Source: an optimization exercise on an open RTL-to-GDS flow (aim: small area and a short achievable clock period). Production flows keep margins and buffers that such runs may drop. Function was checked by simulation only, so behaviour that the tests miss may differ from the original. No driver is modelled on the clock port, so clock power and skew are understated where the tree is cut down; a real chip needs a root buffer or a tree. Power is estimated from default activity; no workload was simulated.

==> flow/design.v <==
module timer #(
    parameter FREQUENCY_VALUE = 50_000_000 
) (
    input logic clk,
    input logic reset_n,
    input   logic   [1:0]   avmms_address,
    input   logic           avmms_write,
    input   logic   [31:0]  avmms_writedata,
    input   logic   [3:0]   avmms_byteenable,
    input   logic           avmms_read,
    output  logic   [31:0]  avmms_readdata,
    output  logic           coe_interrupt
);
logic [63:0] counter_reg;
logic [63:0] counter;
logic complete, busy, start, stop;
logic load;      
wire wr0 = avmms_write && (avmms_address == 2'h0);
wire wr1 = avmms_write && (avmms_address == 2'h1);
wire wr2 = avmms_write && (avmms_address == 2'h2);
wire start_d = wr0 && (avmms_byteenable[0] ? avmms_writedata[0] : start);
wire stop_d  = wr0 && (avmms_byteenable[0] ? avmms_writedata[1] : stop);
always_ff @ (posedge clk or negedge reset_n)
    if (!reset_n) begin
        start <= 1'b0;
        stop  <= 1'b0;
        load  <= 1'b0;
    end else begin
        start <= start_d;
        stop  <= stop_d;
        load  <= start_d && !zr_pre[NS];
    end
genvar b;
generate
    for (b = 0; b < 4; b = b + 1) begin : g_r
        always_ff @ (posedge clk or negedge reset_n)
            if (!reset_n) counter_reg[8*b +: 8] <= 8'h0;
            else if (wr1 && avmms_byteenable[b]) counter_reg[8*b +: 8] <= avmms_writedata[8*b +: 8];
        always_ff @ (posedge clk or negedge reset_n)
            if (!reset_n) counter_reg[32+8*b +: 8] <= 8'h0;
            else if (wr2 && avmms_byteenable[b]) counter_reg[32+8*b +: 8] <= avmms_writedata[8*b +: 8];
    end
endgenerate
always_ff @ (posedge clk)
    case (avmms_address)
        2'h0: avmms_readdata <= {28'h0, complete, busy, stop, start};
        2'h1: avmms_readdata <= counter_reg[31:0];
        2'h2: avmms_readdata <= counter_reg[63:32];
        default: avmms_readdata <= 32'h0;
    endcase
localparam NS = 8;
logic [NS-1:1] en;
wire  [NS-1:1] z;          
wire [NS-1:0] zero_r;      
wire [NS:1]   zr_pre;      
wire [NS:1]   zc_pre;      
wire seg0_one = (counter[7:0] == 8'h1);
assign zc_pre[1] = 1'b1;
assign zr_pre[1] = zero_r[0];
wire [63:0] bmask;
genvar j, i;
generate
    for (j = 0; j < NS; j = j + 1) begin : g_seg
        assign zero_r[j] = ~|counter_reg[8*j +: 8];
        assign bmask[8*j] = (j == 0) ? 1'b1 : en[j];
        for (i = 1; i < 8; i = i + 1) begin : g_bit
            assign bmask[8*j+i] = bmask[8*j] & ~|counter[8*j +: i];
        end
        if (j > 0) begin : g_hi
            assign z[j] = ~|counter[8*j +: 8];
            assign zc_pre[j+1] = &z[j:1];
            assign zr_pre[j+1] = &zero_r[j:0];
            always_ff @ (posedge clk)
                if (load) begin
                    en[j] <= zr_pre[j];
                end else begin
                    en[j] <= seg0_one && zc_pre[j];
                end
        end
    end
endgenerate
always_ff @ (posedge clk)
    if (load) counter <= counter_reg;
    else      counter <= counter ^ bmask;
wire one = seg0_one && zc_pre[NS];
always_ff @ (posedge clk or negedge reset_n)
    if (!reset_n) complete <= 1'b0;
    else complete <= (busy && one) || (complete && !wr0);
always_ff @ (posedge clk or negedge reset_n)
    if (!reset_n) busy <= 1'b0;
    else busy <= load || (busy && !stop && !one);
assign coe_interrupt = complete;
endmodule
==> flow/config.mk <==
export PLATFORM = sky130hd
export DESIGN_NAME = timer
export DESIGN_NICKNAME = timer
export VERILOG_FILES = /design/flow/design.v
export SDC_FILE = /design/flow/constraint.sdc
export NUM_CORES = 4
export LEC_CHECK = 0
export ABC_AREA = 1
export ABC_CLOCK_PERIOD_IN_PS = 2000
export CAP_MARGIN = 20
export CORE_MARGIN = 2
export CORE_UTILIZATION = 85
export SETUP_SLACK_MARGIN = 1.6
export SLEW_MARGIN = 20
==> flow/constraint.sdc <==
create_clock -name core_clock -period 3.0 [get_ports {clk}]
set_input_delay 0.6000 -clock core_clock [delete_from_list [all_inputs] [get_ports {clk}]]
set_output_delay 0.6000 -clock core_clock [all_outputs]
set_load 0.01 [all_outputs]
standard.sh (not shown) runs the stock make flow with config.mk's settings and CLKGATE_MAP_FILE= SYNTH_SCRIPT=/design/flow/synth_recipe.tcl, a recipe that flattens the netlist after the stock synthesis.
==> flow/flow/run.sh <==
#!/bin/bash
# Standard layout with two changes: plain buf_1 cells as the port buffers, and
# a two-level clock tree (flow/cts_hook.tcl) in place of TritonCTS: the clock
# port drives four clkbuf_8 cells, each driving two clkbuf_16 leaves.
# Full output of the flow goes to standard.log.
export BUFFER_PORTS_ARGS="-buffer_cell sky130_fd_sc_hd__buf_1"
export PRE_CTS_TCL="$PWD/flow/cts_hook.tcl"
bash standard.sh > standard.log 2>&1
Other scripts of this flow, unchanged in this note and not shown: flow/flow/cts_hook.tcl
The starting point stopped in 5_1_grt.
Next try:
- CORE_UTILIZATION: 85 -> 55
=>
- With this change the flow went through all stages and came out clean
- synthesized cell count does not change
- area after synthesis does not change
Next try:
- CORE_UTILIZATION: 55 -> 75
Outcome: Die area came out lower by 26%; sequential share of layout area came out lower by 0.44 points; routed wire length came out higher by 15%; power came out higher by 3.4%; setup slack is worse by 0.052 ns; via count came out higher by 11%; clock power hardly moves; flip-flop and latch count is unchanged; utilization came out higher by 26 points.
Next try:
- ABC_AREA: 1 -> default
- CORE_UTILIZATION: 75 -> 55
- via count shrinks by 25%
- hold slack got worse by 0.24 ns
- register-to-register slack gets worse by 0.48 ns
- setup slack is worse by 0.48 ns
The clock cells of the second, third and fourth runs of this note come from the design's own scripts or RTL, not from TritonCTS.

-- re-timing with driven ports --
How much do the figures lean on ideal ports? The routed layouts below were timed once more, with nothing changed but the port constraints.
Step 1 sets driving cells, clkbuf_16 on the clock port and buf_2 on the other inputs (assumed; they add their load-dependent delay and slew).
Step 2, shift: input delay + t, output delay - t, t = (earliest + latest rising clock arrival at the registers) / 2. This alone moves slack from input paths to output paths.
a / b / c = ideal / step 1 / step 2; a / b = the first two.
run	t (ns)	setup slack, ns	worst setup path after step 2	worst register clock-pin slew, ns	worst data-port slew with drivers (ns)
the second run	0.362	1.561 / 1.487 / 1.306	input to register	0.09 / 0.09	0.05
the third run	0.358	1.509 / 1.469 / 1.239	input to register	0.10 / 0.10	0.05
the fourth run	0.359	1.027 / 1.027 / 1.027	register to register	0.09 / 0.09	0.06
After both steps every run listed still meets setup and hold. The setup slack of the third run, which loses most, moves by -0.040 ns with the drivers and by -0.270 ns with both steps.
